This design comes from an exercise in tuning for a short achievable clock period and few clock cycles on the open sky130 flow, not from production work.
Function was checked by simulation only, so behaviour that the tests miss may differ from the original.
Power and IR drop assume default switching activity.

===== design.v =====
module Ula32 (
    input  wire [31:0] A,
    input  wire [31:0] B,
    input  wire [2:0]  Seletor,
    output wire [31:0] S,
    output wire        Overflow,
    output wire        Negativo,
    output wire        z,
    output wire        Igual,
    output wire        Maior,
    output wire        Menor
);
    reg  [31:0] s_temp;
    reg  [31:0] novo_B;
    wire [31:0] soma_temp;
    wire [31:0] carry_temp;
    wire        igual_temp;
    wire        overflow_temp;
    always @(*) begin
        case (Seletor)
            3'b000:  s_temp = A;             
            3'b001:  s_temp = soma_temp;     
            3'b010:  s_temp = soma_temp;     
            3'b011:  s_temp = A & B;         
            3'b110:  s_temp = A ^ B;         
            3'b101:  s_temp = ~A;            
            3'b100:  s_temp = soma_temp;     
            default: s_temp = 32'd0;
        endcase
        case (Seletor)
            3'b001:  novo_B = B;
            3'b100:  novo_B = 32'd1;
            default: novo_B = ~B;
        endcase
    end
    assign S = s_temp;
    assign Negativo = s_temp[31];
    assign z = (s_temp == 32'd0);
    assign soma_temp[0]  = A[0] ^ novo_B[0] ^ Seletor[1];
    assign carry_temp[0] = (Seletor[1] & (A[0] | novo_B[0])) | (A[0] & novo_B[0]);
    genvar k;
    generate
        for (k = 1; k < 32; k = k + 1) begin : g_rc
            assign soma_temp[k]  = A[k] ^ novo_B[k] ^ carry_temp[k-1];
            assign carry_temp[k] = (carry_temp[k-1] & (A[k] | novo_B[k])) | (A[k] & novo_B[k]);
        end
    endgenerate
    assign overflow_temp = carry_temp[31] ^ carry_temp[30];
    assign Overflow = (Seletor == 3'b001 || Seletor == 3'b010 || Seletor == 3'b100) ? overflow_temp : 1'b0;
    assign igual_temp = (soma_temp == 32'd0) ? ~overflow_temp : 1'b0;
    assign Igual = igual_temp;
    assign Maior = ((~soma_temp[31] & ~overflow_temp) | (overflow_temp & ~A[31])) & ~igual_temp;
    assign Menor = (soma_temp[31] & ~overflow_temp) | (overflow_temp & A[31]);
endmodule
module Banco_reg (
    input  wire        Clk,
    input  wire        Reset,
    input  wire        RegWrite,
    input  wire [4:0]  ReadReg1,
    input  wire [4:0]  ReadReg2,
    input  wire [4:0]  WriteReg,
    input  wire [31:0] WriteData,
    output wire [31:0] ReadData1,
    output wire [31:0] ReadData2
);
    reg [31:0] Cluster [1:31];
    integer i;
    assign ReadData1 = (ReadReg1 == 5'd0) ? 32'd0 : Cluster[ReadReg1];
    assign ReadData2 = (ReadReg2 == 5'd0) ? 32'd0 : Cluster[ReadReg2];
    always @(posedge Clk or posedge Reset) begin
        if (Reset) begin
            for (i = 1; i < 32; i = i + 1)
                Cluster[i] <= 32'd0;
        end else if (RegWrite && (WriteReg != 5'd0)) begin
            Cluster[WriteReg] <= WriteData;
        end
    end
endmodule
module Instr_Reg (
    input  wire        Clk,
    input  wire        Reset,
    input  wire        Load_ir,
    input  wire [31:0] Entrada,
    output reg  [5:0]  Instr31_26,
    output reg  [4:0]  Instr25_21,
    output reg  [4:0]  Instr20_16,
    output reg  [15:0] Instr15_0
);
    always @(posedge Clk or posedge Reset) begin
        if (Reset) begin
            Instr31_26 <= 6'd0;
            Instr25_21 <= 5'd0;
            Instr20_16 <= 5'd0;
            Instr15_0  <= 16'd0;
        end else if (Load_ir) begin
            Instr31_26 <= Entrada[31:26];
            Instr25_21 <= Entrada[25:21];
            Instr20_16 <= Entrada[20:16];
            Instr15_0  <= Entrada[15:0];
        end
    end
endmodule
module SingExtend_16x32 (
    input [15:0] in1,
    output [31:0] out
);
    assign out = {{16{in1[15]}}, in1};  
endmodule
module mux_ALUsrc (
    input [31:0] reg_b_data,       
    input [31:0] constant_4,       
    input [31:0] sign_ext_imm,     
    input [31:0] shifted_imm,      
    input [1:0]  sel,              
    output reg [31:0] out
);
    always @(*) begin
        case (sel)
            2'b00:   out = reg_b_data;
            2'b01:   out = constant_4;
            2'b10:   out = sign_ext_imm;
            2'b11:   out = shifted_imm;
            default: out = 32'hxxxxxxxx;  
        endcase
    end
endmodule
module mux_RegDst (
    input [4:0] in1, in2,   
    input sel,         
    output reg [4:0] out  
);
    always @(*) begin
        case (sel)
            1'b0: out = in1;  
            1'b1: out = in2;  
            default: out = 5'b0;  
        endcase
    end
endmodule
module control_unit (
    input wire clk,
    input wire reset,
    input wire [5:0] opcode,
    input wire [5:0] funct,
    input wire mult_done_in,
    input wire div_done_in,
    output reg PCWrite,
    output reg PCWriteCond,
    output reg IorD,
    output reg MemRead,
    output reg MemWrite,
    output reg IRWrite,
    output reg RegWrite,
    output reg [1:0] RegDst,
    output reg ALUSrcA,
    output reg [1:0] ALUSrcB,
    output reg [1:0] PCSource,
    output reg [3:0] ALUOp,
    output reg [2:0] WBDataSrc,
    output reg PCWriteCondNeg, 
    output reg MemAddrSrc,
    output reg MemDataInSrc,
    output reg PCClear,
    output reg RegsClear,
    output reg TempRegWrite,
    output reg MemtoRegA,
    output reg HIWrite,
    output reg LOWrite,
    output reg MultStart,
    output reg DivStart
);
    parameter S_RESET = 0, S_FETCH = 1, S_DECODE = 2, S_EXECUTE = 3, S_MEMORY = 4, S_WRITEBACK = 5;
    reg [2:0] state, next_state;
    localparam OP_RTYPE = 6'b000000;
    localparam OP_ADDI  = 6'b001000;
    localparam OP_LW    = 6'b100011;
    localparam OP_SW    = 6'b101011;
    localparam OP_BEQ   = 6'b000100;
    localparam OP_J     = 6'b000010;
    localparam OP_JAL   = 6'b000011;
    localparam F_ADD    = 6'b100000;
    localparam F_SUB    = 6'b100010;
    localparam F_SLT    = 6'b101010;
    always @(posedge clk or posedge reset) begin
        if (reset) state <= S_RESET;
        else state <= next_state;
    end
    always @(*) begin
        PCWrite=0; PCWriteCond=0; IorD=0; MemRead=0; MemWrite=0; IRWrite=0; RegWrite=0;
        RegDst=2'b00; ALUSrcA=0; ALUSrcB=2'b00; PCSource=2'b00; ALUOp=4'b0000; WBDataSrc=3'b000;
        PCWriteCondNeg=0; MemAddrSrc=0; MemDataInSrc=0; PCClear=0; RegsClear=0; TempRegWrite=0; MemtoRegA=0;
        HIWrite=0; LOWrite=0; MultStart=0; DivStart=0;
        next_state = state;  
        case (state)
            S_RESET: next_state = S_FETCH;
            S_FETCH: begin
                MemRead = 1; IRWrite = 1; PCWrite = 1;
                ALUSrcA = 0; ALUSrcB = 2'b01; ALUOp = 4'b0001;  
                next_state = S_DECODE;
            end
            S_DECODE: begin
                ALUSrcA = 0; ALUSrcB = 2'b11; ALUOp = 4'b0001;
                case (opcode)
                    OP_LW, OP_SW, OP_ADDI, OP_RTYPE, OP_BEQ: next_state = S_EXECUTE;
                    OP_J:     begin PCWrite = 1; PCSource = 2'b10; next_state = S_FETCH; end
                    OP_JAL:   begin RegWrite=1; RegDst=2'b10; WBDataSrc=3'b111; PCWrite=1; PCSource=2'b10; next_state=S_FETCH; end
                    default:  next_state = S_FETCH;  
                endcase
            end
            S_EXECUTE: begin
                case(opcode)
                    OP_LW, OP_SW: begin ALUSrcA=1; ALUSrcB=2'b10; ALUOp=4'b0001; next_state = S_MEMORY; end  
                    OP_RTYPE:     begin ALUSrcA=1; ALUSrcB=2'b00;  
                        case (funct)
                           F_ADD: ALUOp = 4'b0001;
                           F_SUB: ALUOp = 4'b0010;
                           F_SLT: ALUOp = 4'b0010;
                           default: ALUOp = 4'b0000;
                        endcase
                        next_state = S_WRITEBACK;
                    end
                    OP_BEQ:  begin ALUSrcA=1; ALUSrcB=2'b00; ALUOp=4'b0010; PCWriteCond=1; PCSource=2'b01; next_state=S_FETCH; end  
                    OP_ADDI: begin ALUSrcA=1; ALUSrcB=2'b10; ALUOp=4'b0001; next_state = S_WRITEBACK; end  
                    default: next_state = S_FETCH;
                endcase
            end
            S_MEMORY: begin
                IorD = 1;  
                case(opcode)
                    OP_LW: begin MemRead=1; next_state = S_WRITEBACK; end
                    OP_SW: begin MemWrite=1; next_state = S_FETCH; end
                    default: next_state = S_FETCH;  
                endcase
            end
            S_WRITEBACK: begin
                RegWrite = 1;  
                case(opcode)
                    OP_LW:    begin RegDst=2'b00; WBDataSrc=3'b001; end  
                    OP_RTYPE: begin RegDst=2'b01; WBDataSrc=3'b000; if (funct == F_SLT) begin WBDataSrc = 3'b101; ALUSrcA = 1; ALUSrcB = 2'b00; ALUOp = 4'b0010; end end  
                    OP_ADDI:  begin RegDst=2'b00; WBDataSrc=3'b000; end  
                    default: RegWrite = 0;  
                endcase
                next_state = S_FETCH;
            end
            default: next_state = S_FETCH;
        endcase
    end
endmodule
module cpu(
    input  wire        clk,
    input  wire        reset,
    output wire [31:0] mem_addr,
    output wire [31:0] mem_wdata,
    output wire        mem_we,
    input  wire [31:0] mem_rdata
);
    wire        PCWrite, PCWriteCond, PCWriteCondNeg;
    wire        IorD, MemRead, MemWrite, IRWrite, RegWrite;
    wire [1:0]  RegDst;
    wire        ALUSrcA;
    wire [1:0]  ALUSrcB;
    wire [1:0]  PCSource;
    wire [3:0]  ALUOp;
    wire        HIWrite, LOWrite, MultStart, DivStart;
    wire [2:0]  WBDataSrc;
    wire        MemAddrSrc;
    wire        MemDataInSrc;
    wire        PCClear;
    wire        RegsClear;
    wire        TempRegWrite;
    wire        MemtoRegA;
    reg signed [31:0] pc;
    wire signed [31:0] pc_out = pc;
    wire signed [31:0] next_pc;
    wire cond_taken, pc_write_enable;
    reg signed [31:0] reg_a_out, reg_b_out, alu_out_reg, mdr_out;
    wire signed [31:0] mem_data_out, read_data_1, read_data_2, sign_extended_imm, alu_result, alu_result_from_ula;
    wire signed [31:0] write_data_mux_out;
    wire [4:0]  write_reg_mux_out;
    wire        alu_zero, ula_overflow, ula_negativo, ula_igual, ula_maior, ula_menor;
    wire signed [31:0] slt_result;
    wire [5:0]  ir_opcode;
    wire [4:0]  ir_rs, ir_rt, ir_rd, ir_shamt;
    wire [15:0] ir_immediate;
    wire [5:0]  ir_funct;
    wire [25:0] ir_jump_addr;
    always @(posedge clk or posedge reset) begin
        if (reset)
            pc <= 32'h00000000;
        else if (PCClear)
            pc <= 32'h00000000;
        else if (pc_write_enable)
            pc <= next_pc;
    end
    assign next_pc = (PCSource == 2'b00) ? alu_result :
                     (PCSource == 2'b01) ? alu_out_reg :
                     {pc_out[31:28], ir_jump_addr, 2'b00};
    assign cond_taken = (PCWriteCond && alu_zero) || (PCWriteCondNeg && ~alu_zero);
    assign pc_write_enable = PCWrite || cond_taken;
    wire [31:0] mem_address = IorD ? alu_out_reg : pc_out;
    wire [31:0] mem_datain = reg_b_out;   
    assign mem_addr     = mem_address;
    assign mem_wdata    = mem_datain;
    assign mem_we       = MemWrite;
    assign mem_data_out = mem_rdata;
    Instr_Reg ir_unit (.Clk(clk), .Reset(reset), .Load_ir(IRWrite), .Entrada(mem_data_out), .Instr31_26(ir_opcode), .Instr25_21(ir_rs), .Instr20_16(ir_rt), .Instr15_0(ir_immediate));
    assign ir_rd = ir_immediate[15:11];
    assign ir_shamt = ir_immediate[10:6];
    assign ir_funct = ir_immediate[5:0];
    assign ir_jump_addr = {ir_rs, ir_rt, ir_immediate}; 
    always @(posedge clk) begin
        if(reset) begin
            mdr_out <= 32'b0;
            reg_a_out <= 32'b0;
            reg_b_out <= 32'b0;
            alu_out_reg <= 32'b0;
        end else begin
            mdr_out <= mem_data_out;
            reg_a_out <= read_data_1;
            reg_b_out <= read_data_2;
            alu_out_reg <= alu_result;
        end
    end
    assign slt_result = {31'b0, ula_menor};
    mux_RegDst mux_write_reg (.in1(ir_rt), .in2(ir_rd), .sel(RegDst[0]), .out(write_reg_mux_out));
    assign write_data_mux_out = (WBDataSrc == 3'b001) ? mdr_out :
                                (WBDataSrc == 3'b101) ? slt_result :
                                alu_out_reg;
    wire banco_reg_reset = reset || RegsClear;
    Banco_reg banco_registradores (.Clk(clk), .Reset(banco_reg_reset), .RegWrite(RegWrite), .ReadReg1(ir_rs), .ReadReg2(ir_rt), .WriteReg((RegDst == 2'b10) ? 5'd31 : write_reg_mux_out), .WriteData(write_data_mux_out), .ReadData1(read_data_1), .ReadData2(read_data_2));
    SingExtend_16x32 sign_extender (.in1(ir_immediate), .out(sign_extended_imm));
    wire signed [31:0] alu_in_a = ALUSrcA ? reg_a_out : pc_out;   
    wire signed [31:0] alu_in_b;
    mux_ALUsrc alu_src_b_mux (.reg_b_data(reg_b_out), .constant_4(32'd4), .sign_ext_imm(sign_extended_imm), .shifted_imm(sign_extended_imm << 2), .sel(ALUSrcB), .out(alu_in_b));
    Ula32 ula (.A(alu_in_a), .B(alu_in_b), .Seletor(ALUOp[2:0]), .S(alu_result_from_ula), .z(alu_zero), .Overflow(ula_overflow), .Negativo(ula_negativo), .Igual(ula_igual), .Maior(ula_maior), .Menor(ula_menor));
    assign alu_result = alu_result_from_ula;   
    control_unit FSM (
        .clk(clk), .reset(reset), .opcode(ir_opcode), .funct(ir_funct),
        .mult_done_in(1'b0), .div_done_in(1'b0),
        .PCWrite(PCWrite), .PCWriteCond(PCWriteCond), .PCWriteCondNeg(PCWriteCondNeg),
        .IorD(IorD), .MemRead(MemRead), .MemWrite(MemWrite), .IRWrite(IRWrite),
        .RegWrite(RegWrite), .RegDst(RegDst), .ALUSrcA(ALUSrcA), .ALUSrcB(ALUSrcB),
        .PCSource(PCSource), .ALUOp(ALUOp), .HIWrite(HIWrite), .LOWrite(LOWrite),
        .MultStart(MultStart), .DivStart(DivStart), .WBDataSrc(WBDataSrc),
        .MemAddrSrc(MemAddrSrc), .MemDataInSrc(MemDataInSrc), .PCClear(PCClear),
        .RegsClear(RegsClear), .TempRegWrite(TempRegWrite), .MemtoRegA(MemtoRegA)
    );
endmodule

===== run.sh =====
#!/bin/bash
# synth_recipe.tcl (not shown) runs the flow's synth.tcl, then flattens the netlist and writes it again
# the make line also repeats each setting of config.mk as NAME=value (left out here)
make -C /OpenROAD-flow-scripts/flow DESIGN_CONFIG=/design/flow/config.mk WORK_HOME=/design/flow/orfs CLKGATE_MAP_FILE= SYNTH_SCRIPT=/design/flow/synth_recipe.tcl finish

===== config.mk =====
export PLATFORM = sky130hd
export DESIGN_NAME = cpu
export DESIGN_NICKNAME = cpu
export VERILOG_FILES = /design/flow/design.v
export SDC_FILE = /design/flow/constraint.sdc
export NUM_CORES = 4
export LEC_CHECK = 0
export CAP_MARGIN = 20
export CORE_MARGIN = 2
export CORE_UTILIZATION = 35
export SLEW_MARGIN = 20

===== constraint.sdc =====
create_clock -name core_clock -period 17.0 [get_ports {clk}]
set_input_delay 3.4000 -clock core_clock [delete_from_list [all_inputs] [get_ports {clk}]]
set_output_delay 3.4000 -clock core_clock [all_outputs]
set_load 0.01 [all_outputs]

==> impl_results.md, run 1 <==
* Slowest CP cell: fa_1
* Die Span X at 404 µm
* Required time worst endpoint at 17680 ps
* First-pass GRT wire length at 401000 µm
* Most flops, register: banco_registradores.Cluster
* Clock-pin slew on the worst setup and hold paths at 60 ps
* CP max stage delay at 490 ps
* Register area at 29100 µm²
* Data arrival, critical path at 17150 ps
* Final min period at 16470 ps
* Status: finished clean
* VDD IR max at 0.000113 V
* Core Box Area at 159000 µm²
* FMAX at 60.7 MHz
* First-pass iteration count of the detailed router at 14
* Area share of the largest cell type after synthesis at 47.2%
* Largest area contributor in the netlist: dfrtp_1
* GR Util met2 at 47.4%
* Die Area at 164000 µm²
* Fillers at 15400
* IO buf count at 98
* Synth cell count leaders: dfrtp_1 (1059), nor2_1 (737), a21oi_1 (684)
* CTS root buffer: clkbuf_16
* Netlist cell types at 78
* GRT Residual Overflow at 0
* Via count at 55100
* Sink Count at 1187
* Layout Nets at 5930
* Gpl congestion at 0.971
* Critical Path Start Type: flop
* CP most frequent cell: fa_1
* IO Count at 99
* Area growth, synth to finish at 15.5%
* Final Max Tran Viols at 0
* Vias in the first global route at 50900
* Maximum level of the CTS H-tree at 4
* Max_cap viols at 0
* Core Rows at 146
* Residual DRC at 0
* Final TNS setup at 0 ps
* Hold WC Path Type: flop to flop
* Syn nets at 6068
* Skew final at 43.8 ps
* Hold slack final at 502 ps
* Clock tree from TritonCTS: built
* Synth Flop Type: dfrtp_1
* Sequential-to-total area share from yosys stat at 51.8%
* Number of enable flip-flop cells after synthesis at 0
* Syn Std Cell Area at 56100 µm²
* Setup CP Type: flop to flop
* Setup crit end kind: flop
* Clk Latency, worst-skew pair at 830 ps
* Clk buf depth at 3
* Antenna-violating nets left at 0
* Number of synthesized register bits at 1187
* Postcts setup bufs at 0
* Yosys warns at 8
* GR Util met1 at 43.8%
* Multi-input combinational cell area at 25600 µm²
* GRT busiest layer: met2
* Wire length per cell at 35.8 µm
* Total GRT Usage at 34.5%
* Worst-margin pin slew at 1330 ps
* Drt total wl at 288000 µm
* Fin crit share at 96.9%
* Initial Util at 35.4%
* Antenna violations before repair at 17
* Die height at 404 µm
* Largest net degree at the start of global routing at 165
* Worst Path Max Fanout at 31
* Async SR Flop Fraction at 89.2%
* DP HPWL at 160000 µm
* Vias/cell at 6.84
* Cell with the most instances after synthesis: dfrtp_1
* Max reg flops at 992
* Leakage power at 27.5 nW
* Rel. slew slack at 10.7%
* GRT met3 Usage at 15.4%
* Area contributors post-synth: dfrtp_1 (47%), a21oi_1 (6.1%), o21ai_0 (5.1%), a22oi_1 (5.0%), nor2_1 (4.9%)
* Unrepaired setup endpoints after global routing: no
* Pwr/cell area at 130 nW/µm²
* Average size of a mapped cell at 9.36 µm²
* CTS Buf Count at 133
* Hold Vio Cnt, Final at 0
* # setup viols final at 0
* Cells after Synth at 5999
* Fraction of layout cells with a size suffix above 1 at 11.3%
* Iteration-0 DRC Markers at 10400
-- metrics by stage --
| stage | area [µm²] | utilization, % | power (mW) | setup slack (ps) | instances |
|---|---|---|---|---|---|
| after CTS | 64600 | 40.7 | 8.28 | 305 | 8039 |
| after global routing | 64800 | 40.8 | 8.60 | 15.0 | 8045 |
| after floorplan | 56100 | - | 4.26 | 692 | 5999 |
| after global placement | 59900 | 37.7 | 5.15 | 325 | 7793 |
| final | 64900 | 40.9 | 8.41 | 530 | 8060 |
| after detailed placement | 59900 | 37.7 | 5.16 | 330 | 7793 |
-- cell type report --
| class | instances | area share (%) |
|---|---|---|
| clock inverters | 63 | 1.31 |
| clock buffers | 183 | 5.99 |
| multi-input cells | 4196 | 39.5 |
| diodes | 16 | 0.0617 |
| inverters | 41 | 0.249 |
| flip-flops and latches | 1187 | 44.8 |
| repair buffers | 302 | 4.05 |
| well taps | 2072 | 4.00 |
-- metal layers --
metal	up-vias	routed length (µm)
met5	-	235
met4	6	24400
met3	1568	46100
met2	5068	113000
met1	26700	104000
li1	21800	-
-- repair_timing --
item | CTS | global route
endpoints found under the hold margin | 0 | 0
gates resized for setup | 0 | 8
setup endpoints to repair | 0 | 30
hold buffers | 0 | 0
-- final timing paths --
check / from / end / slack [ps] / cells after the start
max: ir_unit.Instr15_0[0] / pc[24] / 530 / 49
min: pc[20] / pc[20] / 500 / 1
max reg2reg: ir_unit.Instr15_0[0] / pc[24] / 530 / 49
min reg2reg: pc[20] / pc[20] / 500 / 1
max in group asynchronous: reset / banco_registradores.Cluster[11][26] / 10930 / 6
min in group asynchronous: reset / pc[5] / 3030 / 2
-- cell families after synthesis --
| group | Yosys count | synth area share (%) |
|---|---|---|
| compound gates | 2277 | 26.4 |
| simple gates | 1723 | 13.5 |
| flops | 1187 | 51.8 |
| buf+inv | 616 | 4.17 |
| mux | 128 | 2.51 |
| fa+ha+maj | 35 | 1.21 |
| xor+xnor | 33 | 0.515 |
-- power by group --
group	switching (mW)	internal [mW]
combinational	1.46	0.629
sequential	0.165	2.98
clock	1.29	1.88
total	2.92	5.49
-- layout by cell type (no fill, tap or decap), drive strengths merged, types with 51 or more instances in the layout --
master / n
nand4: 134
nand2: 517
clkdlybuf4s50: 97
a22oi: 371
nor2: 737
inv: 51
buf: 205
a221oi: 244
o21ai: 579
a222oi: 65
nand3: 82
clkbuf: 183
dfxtp: 128
dfrtp: 1059
mux2: 103
a22o: 251
a21oi: 685
nor3: 75
-- worst max-delay path, delay by kind of cell, from the launching register on --
| family | cells | cell delay (ps) |
|---|---|---|
| mux | 1 | 370 |
| xor+xnor | 1 | 210 |
| flops | 1 | 470 |
| compound gates | 3 | 510 |
| fa+ha+maj | 32 | 12210 |
| simple gates | 5 | 1530 |
| buf+inv | 7 | 1030 |
Testbench counts, summed over its fixed seeds: cycles 60,571.
==> run 2, diff against run 1 <==
--- a/design.v
+++ b/design.v
@@ -254,95 +254,127 @@
     output wire        mem_we,
     input  wire [31:0] mem_rdata
 );
-    wire        PCWrite, PCWriteCond, PCWriteCondNeg;
-    wire        IorD, MemRead, MemWrite, IRWrite, RegWrite;
-    wire [1:0]  RegDst;
-    wire        ALUSrcA;
-    wire [1:0]  ALUSrcB;
-    wire [1:0]  PCSource;
-    wire [3:0]  ALUOp;
-    wire        HIWrite, LOWrite, MultStart, DivStart;
-    wire [2:0]  WBDataSrc;
-    wire        MemAddrSrc;
-    wire        MemDataInSrc;
-    wire        PCClear;
-    wire        RegsClear;
-    wire        TempRegWrite;
-    wire        MemtoRegA;
-    reg signed [31:0] pc;
-    wire signed [31:0] pc_out = pc;
-    wire signed [31:0] next_pc;
-    wire cond_taken, pc_write_enable;
-    reg signed [31:0] reg_a_out, reg_b_out, alu_out_reg, mdr_out;
-    wire signed [31:0] mem_data_out, read_data_1, read_data_2, sign_extended_imm, alu_result, alu_result_from_ula;
-    wire signed [31:0] write_data_mux_out;
-    wire [4:0]  write_reg_mux_out;
-    wire        alu_zero, ula_overflow, ula_negativo, ula_igual, ula_maior, ula_menor;
-    wire signed [31:0] slt_result;
-    wire [5:0]  ir_opcode;
-    wire [4:0]  ir_rs, ir_rt, ir_rd, ir_shamt;
-    wire [15:0] ir_immediate;
-    wire [5:0]  ir_funct;
-    wire [25:0] ir_jump_addr;
+    localparam OP_R = 6'h00, OP_ADDI = 6'h08, OP_LW = 6'h23, OP_SW = 6'h2B,
+               OP_BEQ = 6'h04, OP_J = 6'h02, OP_JAL = 6'h03;
+    localparam F_ADD = 6'h20, F_SUB = 6'h22, F_SLT = 6'h2A;
+    reg  [31:0] addr_q;        
+    reg         mcyc;          
+    reg         we_q;
+    reg  [31:0] wdata_q;
+    reg  [31:0] nfpc;          
+    reg         m_ld;          
+    reg  [31:1] m_oh;          
+    reg  [15:0] x_imm;
+    reg  [31:0] x_pcp4;        
+    reg  [31:1] x_rs, x_rt;    
+    reg  [31:1] x_wr;          
+    reg         x_sub, x_slt, x_imm_b, x_jal, x_lw, x_sw, x_beq;
+    reg  [31:0] R [1:31];
+    reg  [31:0] A, B;
+    integer i;
+    always @(*) begin
+        A = 32'd0; B = 32'd0;
+        for (i = 1; i < 32; i = i + 1) begin
+            A = A | (R[i] & {32{x_rs[i]}});
+            B = B | (R[i] & {32{x_rt[i]}});
+        end
+    end
+    wire [31:0] sext = {{16{x_imm[15]}}, x_imm};
+    wire [31:0] opb  = x_imm_b ? sext : (x_sub ? ~B : B);
+    wire [31:0] sum  = A + opb + {31'd0, x_sub};
+    wire        lt   = (A[31] ^ B[31]) ? A[31] : sum[31];
+    wire [31:0] res  = x_jal ? x_pcp4 : (x_slt ? {31'd0, lt} : sum);
+    wire        eq   = (A == B);
+    wire        taken = x_beq & eq;
+    wire [31:0] btarget = x_pcp4 + {sext[29:0], 2'b00};
+    wire        x_mem = x_lw | x_sw;
+    wire [31:0] fi = mem_rdata;
+    wire [5:0]  f_op = fi[31:26];
+    wire [5:0]  f_fn = fi[5:0];
+    wire        f_r    = (f_op == OP_R);
+    wire        f_add  = f_r & (f_fn == F_ADD);
+    wire        f_sub  = f_r & (f_fn == F_SUB);
+    wire        f_slt  = f_r & (f_fn == F_SLT);
+    wire        f_addi = (f_op == OP_ADDI);
+    wire        f_lw   = (f_op == OP_LW);
+    wire        f_sw   = (f_op == OP_SW);
+    wire        f_beq  = (f_op == OP_BEQ);
+    wire        f_j    = (f_op == OP_J);
+    wire        f_jal  = (f_op == OP_JAL);
+    wire [31:0] pcf4   = addr_q + 32'd4;
+    wire [31:0] jtarget = {pcf4[31:28], fi[25:0], 2'b00};
+    reg  [31:1] f_rs, f_rt, f_wr;
+    integer k;
+    always @(*) begin
+        for (k = 1; k < 32; k = k + 1) begin
+            f_rs[k] = (fi[25:21] == k);
+            f_rt[k] = (fi[20:16] == k);
+            f_wr[k] = ((f_add | f_sub | f_slt) & (fi[15:11] == k)) |
+                      ((f_addi | f_lw) & (fi[20:16] == k)) |
+                      (f_jal & (k == 31));
+        end
+    end
     always @(posedge clk or posedge reset) begin
-        if (reset)
-            pc <= 32'h00000000;
-        else if (PCClear)
-            pc <= 32'h00000000;
-        else if (pc_write_enable)
-            pc <= next_pc;
+        if (reset) begin
+            addr_q <= 32'd0;
+            mcyc   <= 1'b0;
+            we_q   <= 1'b0;
+            m_ld   <= 1'b0;
+            x_wr   <= 31'd0;
+            x_jal  <= 1'b0; x_lw <= 1'b0; x_sw <= 1'b0; x_beq <= 1'b0;
+        end else if (mcyc) begin
+            addr_q <= nfpc;
+            mcyc   <= 1'b0;
+            we_q   <= 1'b0;
+            m_ld   <= 1'b0;
+        end else begin
+            if (x_mem) begin
+                addr_q <= sum;
+                mcyc   <= 1'b1;
+                we_q   <= x_sw;
+                m_ld   <= x_lw;
+                nfpc   <= (f_j | f_jal) ? jtarget : pcf4;
+            end else if (taken) begin
+                addr_q <= btarget;
+            end else begin
+                addr_q <= (f_j | f_jal) ? jtarget : pcf4;
+            end
+            if (taken) begin
+                x_wr  <= 31'd0;
+                x_jal <= 1'b0; x_lw <= 1'b0; x_sw <= 1'b0; x_beq <= 1'b0;
+            end else begin
+                x_wr  <= f_wr;
+                x_jal <= f_jal; x_lw <= f_lw; x_sw <= f_sw; x_beq <= f_beq;
+            end
+        end
     end
-    assign next_pc = (PCSource == 2'b00) ? alu_result :
-                     (PCSource == 2'b01) ? alu_out_reg :
-                     {pc_out[31:28], ir_jump_addr, 2'b00};
-    assign cond_taken = (PCWriteCond && alu_zero) || (PCWriteCondNeg && ~alu_zero);
-    assign pc_write_enable = PCWrite || cond_taken;
-    wire [31:0] mem_address = IorD ? alu_out_reg : pc_out;
-    wire [31:0] mem_datain = reg_b_out;   
-    assign mem_addr     = mem_address;
-    assign mem_wdata    = mem_datain;
-    assign mem_we       = MemWrite;
-    assign mem_data_out = mem_rdata;
-    Instr_Reg ir_unit (.Clk(clk), .Reset(reset), .Load_ir(IRWrite), .Entrada(mem_data_out), .Instr31_26(ir_opcode), .Instr25_21(ir_rs), .Instr20_16(ir_rt), .Instr15_0(ir_immediate));
-    assign ir_rd = ir_immediate[15:11];
-    assign ir_shamt = ir_immediate[10:6];
-    assign ir_funct = ir_immediate[5:0];
-    assign ir_jump_addr = {ir_rs, ir_rt, ir_immediate}; 
     always @(posedge clk) begin
-        if(reset) begin
-            mdr_out <= 32'b0;
-            reg_a_out <= 32'b0;
-            reg_b_out <= 32'b0;
-            alu_out_reg <= 32'b0;
+        if (!mcyc) begin
+            if (x_mem) begin
+                wdata_q <= B;
+                m_oh    <= x_wr;
+            end
+            x_imm   <= fi[15:0];
+            x_pcp4  <= pcf4;
+            x_rs    <= f_rs;
+            x_rt    <= f_rt;
+            x_sub   <= f_sub | f_slt;
+            x_slt   <= f_slt;
+            x_imm_b <= f_addi | f_lw | f_sw;
+        end
+    end
+    wire [31:0] wd = mcyc ? mem_rdata : res;
+    integer r;
+    always @(posedge clk or posedge reset) begin
+        if (reset) begin
+            for (r = 1; r < 32; r = r + 1) R[r] <= 32'd0;
         end else begin
-            mdr_out <= mem_data_out;
-            reg_a_out <= read_data_1;
-            reg_b_out <= read_data_2;
-            alu_out_reg <= alu_result;
+            for (r = 1; r < 32; r = r + 1)
+                if (mcyc ? (m_ld & m_oh[r]) : (x_wr[r] & ~x_mem))
+                    R[r] <= wd;
         end
     end
-    assign slt_result = {31'b0, ula_menor};
-    mux_RegDst mux_write_reg (.in1(ir_rt), .in2(ir_rd), .sel(RegDst[0]), .out(write_reg_mux_out));
-    assign write_data_mux_out = (WBDataSrc == 3'b001) ? mdr_out :
-                                (WBDataSrc == 3'b101) ? slt_result :
-                                alu_out_reg;
-    wire banco_reg_reset = reset || RegsClear;
-    Banco_reg banco_registradores (.Clk(clk), .Reset(banco_reg_reset), .RegWrite(RegWrite), .ReadReg1(ir_rs), .ReadReg2(ir_rt), .WriteReg((RegDst == 2'b10) ? 5'd31 : write_reg_mux_out), .WriteData(write_data_mux_out), .ReadData1(read_data_1), .ReadData2(read_data_2));
-    SingExtend_16x32 sign_extender (.in1(ir_immediate), .out(sign_extended_imm));
-    wire signed [31:0] alu_in_a = ALUSrcA ? reg_a_out : pc_out;   
-    wire signed [31:0] alu_in_b;
-    mux_ALUsrc alu_src_b_mux (.reg_b_data(reg_b_out), .constant_4(32'd4), .sign_ext_imm(sign_extended_imm), .shifted_imm(sign_extended_imm << 2), .sel(ALUSrcB), .out(alu_in_b));
-    Ula32 ula (.A(alu_in_a), .B(alu_in_b), .Seletor(ALUOp[2:0]), .S(alu_result_from_ula), .z(alu_zero), .Overflow(ula_overflow), .Negativo(ula_negativo), .Igual(ula_igual), .Maior(ula_maior), .Menor(ula_menor));
-    assign alu_result = alu_result_from_ula;   
-    control_unit FSM (
-        .clk(clk), .reset(reset), .opcode(ir_opcode), .funct(ir_funct),
-        .mult_done_in(1'b0), .div_done_in(1'b0),
-        .PCWrite(PCWrite), .PCWriteCond(PCWriteCond), .PCWriteCondNeg(PCWriteCondNeg),
-        .IorD(IorD), .MemRead(MemRead), .MemWrite(MemWrite), .IRWrite(IRWrite),
-        .RegWrite(RegWrite), .RegDst(RegDst), .ALUSrcA(ALUSrcA), .ALUSrcB(ALUSrcB),
-        .PCSource(PCSource), .ALUOp(ALUOp), .HIWrite(HIWrite), .LOWrite(LOWrite),
-        .MultStart(MultStart), .DivStart(DivStart), .WBDataSrc(WBDataSrc),
-        .MemAddrSrc(MemAddrSrc), .MemDataInSrc(MemDataInSrc), .PCClear(PCClear),
-        .RegsClear(RegsClear), .TempRegWrite(TempRegWrite), .MemtoRegA(MemtoRegA)
-    );
+    assign mem_addr  = addr_q;
+    assign mem_wdata = wdata_q;
+    assign mem_we    = we_q;
 endmodule
==> run 2 against run 1 <==
Still clean on timing, DRC and antenna. Die area rose by 9.4%. Worst hold slack worse by 38 ps. Synthesized area rose by 9.5%. Synthesized cell count grew 2.2%. Register-to-register slack improved by 9700 ps. Clock skew is 0.99 ps higher. Combinational power down 42%. Count of clock-buffer cells in the layout is 21 higher. Largest power group is now sequential cells.
==> impl_results.md, run 2 <==
* FMAX at 148 MHz (+140%)
* Via count at 57000 (+3.3%)
* Worst-margin pin slew at 1290 ps (-34.2 ps)
* Unrepaired setup endpoints after global routing: no
* Placed inst area at 65100 µm² (+8.6%)
* Final WS setup at 10220 ps (+9690 ps)
* Register area at 32800 µm² (+13%)
* Core Rows at 153 (+4.8%)
* Largest net degree at the start of global routing at 182 (+10%)
* Leakage power at 29.2 nW (+6.3%)
* Die Area at 179000 µm² (+9.4%)
* Worst Path Max Fanout at 31 (unchanged)
* CTS resizes at 0 (unchanged)
* Area share of the largest cell type after synthesis at 43.2% (-4.0 points)
* Fraction of layout cells with a size suffix above 1 at 11.9% (+0.53 points)
* Clock Power Share at 40.3% (+2.6 points)
* Vias in the first global route at 53700 (+5.4%)
* DP HPWL at 171000 µm (+6.7%)
* Final Instance Area at 69900 µm² (+7.8%)
* Gpl congestion at 0.967 (-0.38%)
* Hold slack final at 464 ps (-37.5 ps)
* Hold Vio Cnt, Final at 0 (unchanged)
* Placed cells at 8182 (+5.0%)
* Multi-input combinational cell area at 26600 µm² (+3.9%)
* Final Non-Filler Cells at 8447 (+4.8%)
* Sink Count at 1270 (+7.0%)
* Setup CP Type: flop to flop
* Postcts setup bufs at 0 (unchanged)
* Syn Std Cell Area at 61500 µm² (+9.5%)
* Most flops, register: R
* IO Count at 99 (unchanged)
* Async SR Flop Fraction at 83.6% (-5.6 points)
* Initial Util at 35.3% (-0.063 points)
* Required time worst endpoint at 17670 ps (about the same)
* Average size of a mapped cell at 10.0 µm² (+7.2%)
* Yosys warns at 2 (-6)
* Netlist cell types at 77 (-1.3%)
* Maximum level of the CTS H-tree at 4 (unchanged)
* Post-CTS Hold Fix Bufs at 0 (unchanged)
* GRT Residual Overflow at 0 (unchanged)
* Pwr/cell area at 112 nW/µm² (-14%)
* IO buf count at 98 (unchanged)
* First-pass iteration count of the detailed router at 17 (+3)
* Area contributors post-synth: dfrtp_1 (43%), edfxtp_1 (10%), a22oi_1 (9.5%), o21ai_0 (7.6%), nand2_1 (5.7%)
* Max reg flops at 992 (unchanged)
* Power Total at 7.80 mW (-7.2%)
* Most common cell after layout, fill and taps aside: dfrtp_1
* Final Max Tran Viols at 0 (unchanged)
* Skew final at 44.8 ps (+0.990 ps)
* Clk buf depth at 3 (unchanged)
* Sequential-to-total area share from yosys stat at 53.4% (+1.6 points)
* Cell Int Power at 5.49 mW (about the same)
* Max_cap viols at 0 (unchanged)
* Cell with the most instances after synthesis: dfrtp_1
* Wire length per cell at 34.7 µm (-2.9%)
* Syn nets at 6225 (+2.6%)
* Switching pwr at 2.31 mW (-21%)
* Setup crit end kind: flop
* Antenna violations before repair at 12 (-5)
* Area growth, synth to finish at 13.6%
* Hold WC Path Type: flop to flop
* Final min period at 6780 ps (-9690 ps)
* Total GRT Usage at 31.8% (-2.7 points)
* VDD IR max at 0.0000761 V (-33%)
* Die Span X at 423 µm (+4.6%)
* Fin crit share at 39.9% (-57 points)
* Largest area contributor in the netlist: dfrtp_1
* Sw Ratio at 29.7% (-5.0 points)
* Pre-CTS setup slack at 9660 ps (+9330 ps)
* Most frequent cells in the layout: dfrtp_1 (1061), nand2_1 (935), o21ai_0 (907)
* CTS root buffer: clkbuf_16
* Number of enable flip-flop cells after synthesis at 208 (+208)
* Sequential share of power at 44.2% (+6.8 points)
* Number of synthesized register bits at 1270 (+7.0%)
* Synth cell count leaders: dfrtp_1 (1062), nand2_1 (935), o21ai_0 (932)
* Logic pwr share at 15.5% (-9.3 points)
* Critical-path cell list: buf_4 > a22o_1 > a221oi_1 > nand3_1 > or4_1 > xnor2_1 > o21ai_0 > ha_1 > o21a_1 > o32ai_1 > a2111oi_2 > a211o_1 > o22ai_1 > a21o_1 > o31ai_1 > nor4_1 > o32a_2 > mux2_2
* CP max stage delay at 840 ps (+350 ps)
* Synth Flop Type: dfrtp_1
* Layout Nets at 6102 (+2.9%)
* Data arrival, critical path at 7450 ps (-9700 ps)
* Clk Latency, worst-skew pair at 800 ps (-30 ps)
* Critical Path Start Type: flop
* Antenna-violating nets left at 0 (unchanged)
* Slowest CP cell: or4_1
* Iteration-0 DRC Markers at 10300 (-0.92%)
* Clock-pin slew on the worst setup and hold paths at 60 ps (about the same)
* Rel. slew slack at 13.7% (+3.0 points)
* Residual DRC at 0 (unchanged)
* Vias/cell at 6.74 (-1.4%)
* Clock tree from TritonCTS: built
* # setup viols final at 0 (unchanged)
* Core Box Area at 174000 µm² (+9.7%)
* Drt total wl at 293000 µm (+1.7%)
* Die height at 423 µm (+4.6%)
* Cells after Synth at 6128 (+2.2%)
* Status: finished clean
* CTS Buf Count at 141 (+6.0%)
* First-pass GRT wire length at 409000 µm (+1.8%)
* Fillers at 17000 (+10%)
[run 2: changes by cell type in the layout (fill, tap and decap cells not counted), sizes merged, moves of 63 or more]
cell / delta
mux2: +107
o21ai: +359
edfxtp: +208
a21oi: -593
nor2: -591
xnor2: +63
dfxtp: -128
a221oi: -159
nand3: +79
a22oi: +409
a22o: -167
nand2: +418
[run 2: kinds of logic after synthesis]
logic type	count (synthesis)	synth area share (%)
flops	1270	53.4
compound gates	2208	23.6
xor+xnor	135	1.92
buf+inv	611	3.84
simple gates	1606	11.7
fa+ha+maj	63	1.32
mux	235	4.25
[run 2: layout make-up]
| cell class | count | area share [%] |
|---|---|---|
| clock buffer | 204 | 5.87 |
| tap | 2325 | 4.16 |
| multi-input combinational | 4247 | 38.1 |
| sequential | 1270 | 47.0 |
| antenna | 12 | 0.0430 |
| timing repair buffer | 313 | 3.86 |
| clock inverter | 44 | 0.795 |
| inverter | 32 | 0.186 |
[run 2: worst max-delay path: cells and delay by family (launching register included)]
family,cells,cell delay (ps)
compound gates,11,3340
simple gates,3,1020
flops,1,780
buf+inv,1,490
mux,1,370
fa+ha+maj,1,340
xor+xnor,1,250
[run 2: layer usage]
| layer | share of wire [%] | GRT usage [%] |
|---|---|---|
| met2 | 39 | 44.1 |
| met5 | 0.17 | 1.26 |
| met1 | 36 | 39.5 |
| met3 | 15 | 14.3 |
| met4 | 8.8 | 20.7 |
[run 2: final timing paths]
check / cells past startpoint / end / slack [ps] / start
hold / removal: 2 / addr_q[24] / 460 / nfpc[24]
hold reg to reg: 2 / addr_q[24] / 460 / nfpc[24]
max in group asynchronous: 6 / R[17][27] / 10660 / reset
setup / recovery: 18 / R[23][0] / 10220 / x_rt[20]
min in group asynchronous: 3 / addr_q[10] / 3330 / reset
setup reg to reg: 18 / R[23][0] / 10220 / x_rt[20]
[run 2: power groups by stage]
stage	Combinational, mW	Sequential [mW]	Clock [mW]
floorplan	0.682	3.45	0
global placement	1.12	3.49	0
detailed placement	1.14	3.49	0
CTS	1.15	3.44	3.15
global route	1.26	3.46	3.28
finish	1.21	3.45	3.15
[run 2: through the flow]
stage	setup TNS [ps]	util, %
4_1_cts	0	40.0
6_report	0	40.1
3_5_place_dp	0	37.3
5_1_grt	0	40.1
2_1_floorplan	-1110280	-
3_3_place_gp	0	37.3
Testbench counts of run 2, summed over its fixed seeds: cycles 22,151.

-- afterwards: timing with drivers on the ports --
How much do the figures lean on ideal ports? The routed layouts below were timed once more, with nothing changed but the port constraints. Step 1, drivers: a clkbuf_16 drives clk and a buf_2 each remaining input, both assumed. Step 2, shift: input delay + t, output delay - t, t = (earliest + latest rising clock arrival at the registers) / 2. This alone moves slack from input paths to output paths. Slacks: no drivers / after step 1 / after step 2; pairs: no drivers / after step 1.
run	t, ns	slack for setup (ns)	worst hold slack (ns)	latest minus earliest clock arrival (ns)	worst slew at a driven data input, ns
run 1	0.885	0.530 / 0.530 / 0.530	0.502 / 0.502 / 0.502	0.051 / 0.051	0.08
run 2	0.865	10.223 / 10.223 / 9.862	0.464 / 0.464 / 0.464	0.045 / 0.045	0.11
After both steps setup and hold are still met in every run listed. The setup slack of run 2, which loses most, moves by 0.000 ns with the drivers and by -0.361 ns with both steps. Setup slack includes reset recovery checks.
